This is an optimization exercise on Yosys and OpenROAD, whose aim is small area, a short achievable clock period and few clock cycles, not a production implementation.
At most, simulation tests tie the RTL to the original design; equivalence was not proved.
Function not checked in runs 2 and 3: the RTL went through the layout flow alone.

==> flow/design.v, too long to show whole: its modules and the start of the top module <==
// module mem: 32 lines
// module dot8: 3931 lines
// module fa: 10 lines
// module accum: 145 lines
// module sreg: 8 lines
// module ctrl: 127 lines
// module mvm: 130 lines
// module mvm_top: 37 lines
module mvm_top (
    input  clk,
    input  rst,
    input  [63:0] i_vec_wdata,
    input  [2:0]  i_vec_waddr,
    input  i_vec_wen,
    input  [63:0] i_mat_wdata,
    input  [3:0]  i_mat_waddr,
    input  [1:0]  i_mat_wen,
    input  i_start,
    input  [2:0]  i_vec_start_addr,
    input  [3:0]  i_vec_num_words,
    input  [3:0]  i_mat_start_addr,
    input  [4:0]  i_mat_num_rows_per_olane,
    output o_busy,
    output [63:0] o_result,
    output o_valid
);
  // ...
==> flow/run.sh <==
#!/bin/bash
# synth_recipe.tcl (not shown) runs the flow's synth.tcl, then flattens the netlist and writes it again
# the make line also repeats each setting of config.mk as NAME=value (left out here)
make -C /OpenROAD-flow-scripts/flow DESIGN_CONFIG=/design/flow/config.mk WORK_HOME=/design/flow/orfs CLKGATE_MAP_FILE= SYNTH_SCRIPT=/design/flow/synth_recipe.tcl finish
==> flow/config.mk <==
export PLATFORM = sky130hd
export DESIGN_NAME = mvm_top
export DESIGN_NICKNAME = mvm_top
export VERILOG_FILES = /design/flow/design.v
export SDC_FILE = /design/flow/constraint.sdc
export NUM_CORES = 4
export LEC_CHECK = 0
export CAP_MARGIN = 0
export CORE_MARGIN = 2
export CORE_UTILIZATION = 40
export CTS_CLUSTER_DIAMETER = 100
export CTS_CLUSTER_SIZE = 24
export SETUP_SLACK_MARGIN = 2.9
export SLEW_MARGIN = 0
export SYNTH_HIERARCHICAL = 1
export SYNTH_MINIMUM_KEEP_SIZE = 0
==> flow/constraint.sdc <==
create_clock -name core_clock -period 5.3 [get_ports {clk}]
set_input_delay 1.0600 -clock core_clock [delete_from_list [all_inputs] [get_ports {clk}]]
set_output_delay 1.0600 -clock core_clock [all_outputs]
set_load 0.01 [all_outputs]
==> impl_metrics.csv, run 1 <==
group,metric,value,unit
outcome,status,"finished clean",
place,gp_congestion,1.04,
timing,finalCritPeriodShare,50.2,%
timing,slew_headroom,7.27,%
worst_setup_path,slowest_delay,0.97,ns
clocking,cts-root-buf,"clkbuf_16",
cells_and_area,design_area,204000,sq um
worst_setup_path,start_kind,"flop",
worst_setup_path,reg2reg_to,"u_mvm.lane[1].dot_unit.wm1[26]$_DFF_P_",
synthesis,synth_fp_nets,13900,
clocking,clock_latency,1.02,ns
worst_setup_path,reg2regPathDepth,4,
cells_and_area,final_util,44.0,%
route,drc,0,
global_route,grt_pass1_wl,853,mm
worst_setup_path,path_buf_inv,2,
cells_and_area,area_growth,9.50,%
worst_hold_path,holdPathStages,0,
floorplanning,coreArea,464000,sq um
global_route,grtUsageMet2,38.7,%
worst_setup_path,crit_chain,"buf_6, buf_16, a22oi_1, nand4_1",
worst_hold_path,hold_end,"u_mvm.last_d[4]$_DFF_P_",
place,pre_cts_ws,1.98,ns
cells_and_area,reg_top3,"u_mvm.lane.mat_memory.bank0 (1024), u_mvm.lane.mat_memory.bank1 (1024)",
run,maxCapViolCount,0,
global_route,grt_max_degree,85,
global_route,grt-busiest-layer,"met2",
worst_setup_path,arrival,3.12,ns
floorplanning,num_rows,250,
synthesis,syn_inst,11700,
timing,fin_crit,2.66,ns
worst_hold_path,hp-class,"reg -> reg",
Testbench counts, summed over its fixed seeds: cycles 13,267.
==> module mvm, before the edit <==
module mvm (
    input  clk,
    input  rst,
    input  [63:0] i_vec_wdata,
    input  [2:0]  i_vec_waddr,
    input  i_vec_wen,
    input  [63:0] i_mat_wdata,
    input  [3:0]  i_mat_waddr,
    input  [1:0]  i_mat_wen,
    input  i_start,
    input  [2:0]  i_vec_start_addr,
    input  [3:0]  i_vec_num_words,
    input  [3:0]  i_mat_start_addr,
    input  [4:0]  i_mat_num_rows_per_olane,
    output o_busy,
    output [63:0] o_result,
    output o_valid
);
localparam NL = 2;
logic       g_valid, g_first, g_last, psel, mask0, mask1;
logic [3:0] vsel0, vsel1;
logic [7:0] msel0, msel1;
ctrl controller (
    .clk(clk),
    .rst(rst),
    .start(i_start),
    .vec_start_addr(i_vec_start_addr),
    .vec_num_words(i_vec_num_words),
    .mat_start_addr(i_mat_start_addr),
    .mat_num_rows_per_olane(i_mat_num_rows_per_olane),
    .g_valid(g_valid),
    .g_first(g_first),
    .g_last(g_last),
    .vsel0(vsel0),
    .vsel1(vsel1),
    .msel0(msel0),
    .msel1(msel1),
    .psel(psel),
    .mask0(mask0),
    .mask1(mask1),
    .busy(o_busy)
);
logic [63:0] wr_vdata, wr_mdata;
logic [7:0]  wr_vsel;
logic [NL-1:0][15:0] wr_msel;
always_ff @(posedge clk) begin
    wr_vdata <= i_vec_wdata;
    wr_mdata <= i_mat_wdata;
end
genvar wa;
generate
    for (wa = 0; wa < 8; wa++) begin : vsel
        always_ff @(posedge clk)
            wr_vsel[wa] <= i_vec_wen && (i_vec_waddr == wa);
    end
    for (wa = 0; wa < 16; wa++) begin : msel
        always_ff @(posedge clk) begin
            wr_msel[0][wa] <= i_mat_wen[0] && (i_mat_waddr == wa);
            wr_msel[1][wa] <= i_mat_wen[1] && (i_mat_waddr == wa);
        end
    end
endgenerate
logic [63:0] vb0, vb1;
logic [NL-1:0][63:0] mb0, mb1;
mem #(.DATAW(64), .DEPTH(8)) vec_memory (
    .clk(clk),
    .wdata(wr_vdata),
    .wsel(wr_vsel),
    .rsel0(vsel0),
    .rsel1(vsel1),
    .rdata0(vb0),
    .rdata1(vb1)
);
localparam TREE_STAGES = 3;
localparam ROWW = 110;                
localparam TD = TREE_STAGES + 1;      
logic [TD:1] valid_d, first_d, last_d;
logic out_a, out_b;
wire  first_t = first_d[TD-1];       
logic [63:0] p_v0, p_v1;
logic [NL-1:0][21:0] res;
logic [NL-1:0][9:0]  sext;
assign p_v0 = (psel ? vb1 : vb0) & {64{!mask0}};
assign p_v1 = (psel ? vb0 : vb1) & {64{!mask1}};
genvar i;
generate
    for (i = 0; i < NL; i++) begin : lane
        logic [ROWW-1:0] rows;
        mem #(.DATAW(64), .DEPTH(16)) mat_memory (
            .clk(clk),
            .wdata(wr_mdata),
            .wsel(wr_msel[i]),
            .rsel0(msel0),
            .rsel1(msel1),
            .rdata0(mb0[i]),
            .rdata1(mb1[i])
        );
        dot8 dot_unit (
            .clk(clk),
            .m0(mb0[i]),
            .m1(mb1[i]),
            .v0(p_v0),
            .v1(p_v1),
            .rows(rows)
        );
        accum accumulator (
            .clk(clk),
            .rows(rows),
            .first_in(first_t),
            .result(res[i]),
            .sext(sext[i])
        );
        assign o_result[32*i +: 32] = {sext[i], res[i]};
    end
endgenerate
always_ff @(posedge clk) begin
    first_d <= {first_d[TD-1:1], g_first};
    last_d <= {last_d[TD-1:1], g_last};
    if (rst) begin
        valid_d <= '0;
        out_a <= 1'b0;
        out_b <= 1'b0;
    end else begin
        valid_d <= {valid_d[TD-1:1], g_valid};
        out_a <= valid_d[TD] && last_d[TD];    
        out_b <= out_a;                        
    end
end
assign o_valid = out_b;
endmodule
==> run 2: changes to the inputs <==
--- a/flow/design.v
+++ b/flow/design.v
@@ -29,17 +29,17 @@
         rdata1 = rdata1 | (bank1[r] & {DATAW{rsel1[r]}});
     end
 end
 endmodule
 module dot8 (
     input  clk,
     input  [63:0] m0,
     input  [63:0] m1,
-    input  [63:0] v0,
+    input  [63:0] v0,        
     input  [63:0] v1,
     output [109:0] rows
 );
 wire t1 = ~(wm0[0] & wv0[0]);
 wire t2 = ~(wm0[8] & wv0[8]);
 wire t3 = ~(wm0[16] & wv0[16]);
 wire t4 = ~(wm0[24] & wv0[24]);
 wire t5 = ~(wm0[32] & wv0[32]);
@@ -3482,22 +3482,22 @@
 logic rc_c15_0;
 logic rc_c15_1;
 logic rc_c16_0;
 logic rc_c16_1;
 logic rc_c16_2;
 logic rc_c17_0;
 logic rc_c18_0;
 logic rc_c18_1;
-logic [63:0] wm0, wm1, wv0, wv1;
+logic [63:0] wm0, wm1;
+wire  [63:0] wv0 = v0;
+wire  [63:0] wv1 = v1;
 always_ff @(posedge clk) begin
     wm0 <= m0;
     wm1 <= m1;
-    wv0 <= v0;
-    wv1 <= v1;
     ra_c0_0 <= s1697;
     ra_c0_1 <= s1699;
     ra_c1_0 <= s2145;
     ra_c1_1 <= s2147;
     ra_c1_2 <= s2149;
     ra_c2_0 <= c2146;
     ra_c2_1 <= c2148;
     ra_c2_2 <= c2150;
@@ -4328,18 +4328,20 @@
 localparam ROWW = 110;                
 localparam TD = TREE_STAGES + 1;      
 logic [TD:1] valid_d, first_d, last_d;
 logic out_a, out_b;
 wire  first_t = first_d[TD-1];       
 logic [63:0] p_v0, p_v1;
 logic [NL-1:0][21:0] res;
 logic [NL-1:0][9:0]  sext;
-assign p_v0 = (psel ? vb1 : vb0) & {64{!mask0}};
-assign p_v1 = (psel ? vb0 : vb1) & {64{!mask1}};
+always_ff @(posedge clk) begin
+    p_v0 <= (psel ? vb1 : vb0) & {64{!mask0}};
+    p_v1 <= (psel ? vb0 : vb1) & {64{!mask1}};
+end
 genvar i;
 generate
     for (i = 0; i < NL; i++) begin : lane
         logic [ROWW-1:0] rows;
         mem #(.DATAW(64), .DEPTH(16)) mat_memory (
             .clk(clk),
             .wdata(wr_mdata),
             .wsel(wr_msel[i]),
==> flow/config.mk (replaced) <==
export PLATFORM = sky130hd
export DESIGN_NAME = mvm_top
export DESIGN_NICKNAME = mvm_top
export VERILOG_FILES = /design/flow/design.v
export SDC_FILE = /design/flow/constraint.sdc
export NUM_CORES = 4
export LEC_CHECK = 0
export CAP_MARGIN = 20
export CORE_MARGIN = 2
export CORE_UTILIZATION = 40
export CTS_CLUSTER_DIAMETER = 100
export CTS_CLUSTER_SIZE = 24
export SETUP_SLACK_MARGIN = 2.9
export SLEW_MARGIN = 20
export SYNTH_HIERARCHICAL = 1
export SYNTH_MINIMUM_KEEP_SIZE = 0
==> run 2 against run 1 <==
  * Cell area is 0.52% higher
  * Register-to-register slack better by 0.08 ns
  * Clock-buffer cell count is 8 higher
==> impl_metrics.csv, run 2 <==
group,metric,value,unit
outcome,status,"finished clean",
timing,fin_ws,2.72,ns
timing,finalSetupViolations,0,
worst_setup_path,path_buf_inv,2,
route,postRouteWirelength,655,mm
floorplanning,coreArea,459000,sq um
place,dpl.hpwl,435,mm
synthesis,syn_inst,11500,
clocking,clock_path_buffers,4,
worst_setup_path,slowest_delay,0.61,ns
place,dpl.cell_count,17600,
worst_hold_path,hp-class,"reg -> reg",
worst_setup_path,critPathSlowestCell,"fa_2",
floorplanning,ios,223,
route,drt_iter0_markers,15500,
place,gp_congestion,1.01,
global_route,grt_pass1_wl,868,mm
floorplanning,die_x,683,um
cells_and_area,fill_cells,40200,
floorplanning,die_y,683,um
route,route.met3.wl,88.9,mm
worst_setup_path,cp-end-kind,"flop",
clocking,cts_tree,"yes",
worst_setup_path,start_kind,"flop",
timing,rsz0062_at_grt,"yes",
synthesis,avgSynthCellArea,16.0,sq um
clocking,clock-sinks,4262,
cells_and_area,area_growth,11.6,%
synthesis,yosysWarnings,17,
cells_and_area,drive_above_1_share,14.9,%
route,ant_nets,0,
cells_and_area,final_cells,18400,
route,drtPass1Iterations,5,
cells_and_area,final_cell_mix,"2592 x edfxtp_1, 1809 x fa_1, 1680 x nand2_1, 1277 x a22oi_1, 1176 x dfxtp_1",
global_route,grt_usage,27.1,%
floorplanning,initial_core_util,40.1,%
clocking,cts-root-buf,"clkbuf_16",
worst_setup_path,crit_chain,"buf_12, buf_12, nand2_1, fa_1, fa_2, fa_2",
timing,setup-tns-final,0,ns
global_route,antenna_found_initial,103,
route,wl_met2,278,mm
route,wl_met1,242,mm
route,top_layer,"met5",
timing,finalHoldViolCount,0,
global_route,grt_max_degree,95,
cells_and_area,layout_commonest_cell,"edfxtp_1",
route,via_per_inst,5.84,
global_route,grt_pass1_vias,105000,
clocking,numCtsBuffers,215,
cells_and_area,finalNetCount,14200,
floorplanning,dieArea,466000,sq um
timing,finalCritPeriodShare,48.7,%
worst_setup_path,path_class,"reg -> reg",
timing,max_freq,0.388,GHz
cells_and_area,reg_top3,"u_mvm.lane.mat_memory.bank0 (1024), u_mvm.lane.mat_memory.bank1 (1024)",
clocking,htreeDepth,4,
route,drc,0,
synthesis,synth_area,184000,sq um
timing,fin_crit,2.58,ns
clocking,cts.hold.buffers_added,0,
run,maxCapViolCount,0,
timing,clock_skew,0.0933,ns
worst_setup_path,crit_fanout,5,
route,wl_per_cell,35.7,um
worst_setup_path,arrival,3.40,ns
worst_setup_path,worstPathRequired,6.12,ns
place,portBuffers,222,
clocking,clock_latency,1.02,ns
synthesis,synth_fp_nets,13800,
route,vias,107000,
floorplanning,num_rows,249,
timing,slew_headroom,22.0,%
timing,drv_slew,0,
worst_setup_path,path_delay_family,"adder cells",
clocking,clkTransAtPathRegs,0.10,ns
place,pre_cts_ws,2.12,ns
global_route,grt_remaining_overflow,0,
timing,worstMarginPinSlew,1.17,ns
-- run 2: through the flow --
step | hold slack [ns] | area (sq um) | utilization, %
after floorplan | 0.310 | 184000 | -
after global placement | 0.311 | 191000 | 41.6
after detailed placement | 0.312 | 191000 | 41.6
after CTS | 0.322 | 203000 | 44.1
after global routing | 0.331 | 205000 | 44.7
final | 0.330 | 206000 | 44.8
-- run 2: final timing paths --
kind	from	to	slack, ns	cells past startpoint
worst max-delay path	u_mvm.p_v1[59]$_DFF_P_	u_mvm.lane[1].dot_unit.ra_c8_29$_DFF_P_	2.72	6
worst min-delay path	u_mvm.lane[0].dot_unit.ra_c10_30$_DFF_P_	u_mvm.lane[0].dot_unit.rb_c10_10$_DFF_P_	0.33	0
worst max register to register	u_mvm.p_v1[59]$_DFF_P_	u_mvm.lane[1].dot_unit.ra_c8_29$_DFF_P_	2.72	6
worst min register to register	u_mvm.lane[0].dot_unit.ra_c10_30$_DFF_P_	u_mvm.lane[0].dot_unit.rb_c10_10$_DFF_P_	0.33	0
-- run 2: per-layer routing --
layer | track usage [%] | vias up
met5 | 0 | -
met4 | 14.6 | 56
met3 | 9.37 | 1643
met2 | 39.3 | 7725
met1 | 35.8 | 56400
li1 | - | 41500
-- run 2: cell type report --
| class | count | area (sq um) | area share [%] |
|---|---|---|---|
| inverters | 109 | 409 | 0.199 |
| clock inverters | 42 | 596 | 0.290 |
| clock buffers | 342 | 5950 | 2.90 |
| flip-flops and latches | 4262 | 113000 | 54.9 |
| well taps | 6149 | 7690 | 3.74 |
| multi-input cells | 6633 | 68800 | 33.5 |
| diodes | 114 | 285 | 0.139 |
| repair buffers | 708 | 9030 | 4.39 |
-- run 2: timing repair --
item                                    4_1_cts  5_1_grt
pin swaps                                   133      334
buffers inserted                            215       60
resized for setup                          1184      435
endpoints found under the setup margin      742      358
cloned                                        6       18
==> run 3: changes to the inputs <==
--- a/flow/config.mk
+++ b/flow/config.mk
@@ -9,3 +9,3 @@
 export CORE_MARGIN = 2
-export CORE_UTILIZATION = 40
+export CORE_UTILIZATION = 50
 export CTS_CLUSTER_DIAMETER = 100
==> run 3 against run 2 <==
  * Fmax decreased by 5.0%
  * Core utilization increased by 12 points
  * Synthesized cell count is the same
  * Register-to-register slack lost 0.14 ns
  * Clock-buffer cell count down 5
  * Synthesized area did not move
  * Largest cell class unchanged
==> impl_metrics.csv, run 3 <==
group,metric,value,unit
worst_setup_path,start_kind,"flop",
timing,setup-tns-final,0,ns
worst_setup_path,critPathSlowestCell,"nand4_1",
place,place_area,189000,sq um
synthesis,avgSynthCellArea,16.0,sq um
clocking,clkTransAtPathRegs,0.09,ns
timing,clock_skew,0.104,ns
worst_setup_path,path_buf_inv,1,
floorplanning,initial_core_util,50.3,%
global_route,grtUsageMet1,50.5,%
global_route,grtUsageMet3,13.5,%
timing,max_freq,0.368,GHz
worst_setup_path,path_delay_family,"simple AND/OR/NAND/NOR gates",
timing,finalSetupViolations,0,
floorplanning,die_x,611,um
worst_setup_path,reg2regPathDepth,3,
worst_setup_path,path_class,"reg -> reg",
timing,rsz0062_at_grt,"yes",
floorplanning,coreArea,366000,sq um
route,via_per_inst,6.34,
cells_and_area,layout_commonest_cell,"edfxtp_1",
cells_and_area,area_growth,12.4,%
route,drc,0,
floorplanning,die_y,611,um
global_route,grt_max_degree,85,
route,drtPass1Iterations,6,
floorplanning,ios,223,
worst_setup_path,cp-end-kind,"flop",
worst_setup_path,worstPathRequired,5.78,ns
floorplanning,num_rows,222,
clocking,clock-sinks,4262,
floorplanning,dieArea,373000,sq um
global_route,grt-busiest-layer,"met2",
synthesis,synth_area,184000,sq um
timing,finalCritPeriodShare,51.2,%
route,postRouteWirelength,702,mm
route,ant_nets,0,
worst_setup_path,crit_fanout,67,
place,gp_congestion,1.05,
place,dpl.hpwl,469,mm
global_route,grt_pass1_wl,912,mm
worst_setup_path,crit_cells,3,
synthesis,synth_fp_nets,13800,
place,portBuffers,222,
clocking,numCtsBuffers,211,
timing,fin_crit,2.72,ns
route,drt_iter0_markers,17000,
outcome,status,"finished clean",
timing,worstMarginPinSlew,1.19,ns
global_route,grt_usage,36.3,%
route,wl_per_cell,40.7,um
worst_hold_path,holdPathStages,0,
clocking,clock_path_buffers,4,
global_route,grt_pass1_vias,107000,
cells_and_area,final_cell_mix,"2592 x edfxtp_1, 1666 x nand2_1, 1544 x fa_1, 1261 x a22oi_1, 1197 x dfxtp_1",
timing,finalHoldViolCount,0,
global_route,grtUsageMet2,50.6,%
global_route,grt_remaining_overflow,0,
synthesis,syn_inst,11500,
worst_hold_path,hp-class,"reg -> reg",
timing,drv_slew,0,
cells_and_area,design_area,207000,sq um
run,maxCapViolCount,0,
worst_setup_path,crit_chain,"buf_12, a22oi_2, nand4_1",
cells_and_area,finalNetCount,14400,
clocking,htreeDepth,4,
route,vias,110000,
worst_setup_path,arrival,3.20,ns
clocking,cts-root-buf,"clkbuf_16",
global_route,antenna_found_initial,139,
timing,slew_headroom,20.4,%
clocking,cts_tree,"yes",
clocking,clock_latency,1.05,ns
synthesis,yosysWarnings,17,
cells_and_area,reg_top3,"u_mvm.lane.mat_memory.bank0 (1024), u_mvm.lane.mat_memory.bank1 (1024)",
cells_and_area,drive_above_1_share,18.4,%
worst_setup_path,slowest_delay,0.92,ns
==> run 3: worst reg2reg max path, cell delays in order (launching register included) <==
cell and delay, ns:
edfxtp_1 0.49, buf_12 0.21, a22oi_2 0.55, nand4_1 0.92
==> run 3: area by class of cell <==
type,instances,area (sq um)
Antenna cell,201,503
Timing Repair Buffer,878,11300
Fill cell,28400,159000
Inverter,109,414
Sequential cell,4262,113000
Clock inverter,37,569
Clock buffer,337,5860
Tap cell,4816,6030
Multi-Input combinational cell,6634,69700
==> run 3: path summary, 6_finish.rpt <==
check	from	to	slack, ns
setup / recovery	u_mvm.controller.msel0[7]$_DFFE_PP_	u_mvm.lane[0].dot_unit.wm0[45]$_DFF_P_	2.58
hold / removal	u_mvm.last_d[3]$_DFF_P_	u_mvm.last_d[4]$_DFF_P_	0.32
setup reg to reg	u_mvm.controller.msel0[7]$_DFFE_PP_	u_mvm.lane[0].dot_unit.wm0[45]$_DFF_P_	2.58
hold reg to reg	u_mvm.last_d[3]$_DFF_P_	u_mvm.last_d[4]$_DFF_P_	0.32
==> run 3: metrics by stage <==
step,utilization (%),hold slack [ns],std cells,setup WS (ns)
after detailed placement,51.8,0.312,16200,1.80
after global placement,51.8,0.311,16200,1.79
after floorplan,-,0.310,11500,2.96
after CTS,55.4,0.329,16900,2.75
after global routing,56.5,0.335,17200,2.69
final,56.6,0.323,17300,2.58
==> run 3: layer usage <==
metal	wire length [um]	part of all wire (%)
met2	291000	41
met5	193	0.027
met1	261000	37
met3	106000	15
met4	44500	6.3
==> run 3: timing repair <==
| item | CTS | global route |
|---|---|---|
| endpoints found under the setup margin | 772 | 426 |
| buffers inserted | 286 | 118 |
| gates resized for setup | 1387 | 588 |
| gates cloned | 25 | 24 |
| hold buffers | 0 | 0 |
| pin swaps | 270 | 448 |

-- port drivers added, routing unchanged --
In the flow no input, the clock included, has a driving cell. The finished layouts below were timed again as built, in two steps.
Step 1: set_driving_cell puts a clkbuf_16 on clk and a buf_2 on each other input, an assumption about the parent block.
Step 2 adds t to the input delays and takes it off the output delays; t is the mean of the earliest and latest rising clock arrival at the registers after step 1. Input paths then give back, and output paths get back, about the clock's delay inside the block.
Three values: ideal, step 1, step 2; two values: the first two.
run	t, ns	setup WS [ns]	clock arrival spread, ns	worst slew at a driven data input, ns
run 1	1.091	2.642 / 2.638 / 2.094	0.122 / 0.122	0.19
run 2	1.085	2.721 / 2.700 / 2.159	0.112 / 0.112	0.10
run 3	1.115	2.584 / 2.584 / 2.323	0.110 / 0.110	0.13
After both steps setup and hold are still met in every run listed. The setup slack of run 2, which loses most, moves by -0.021 ns with the drivers and by -0.562 ns with both steps.
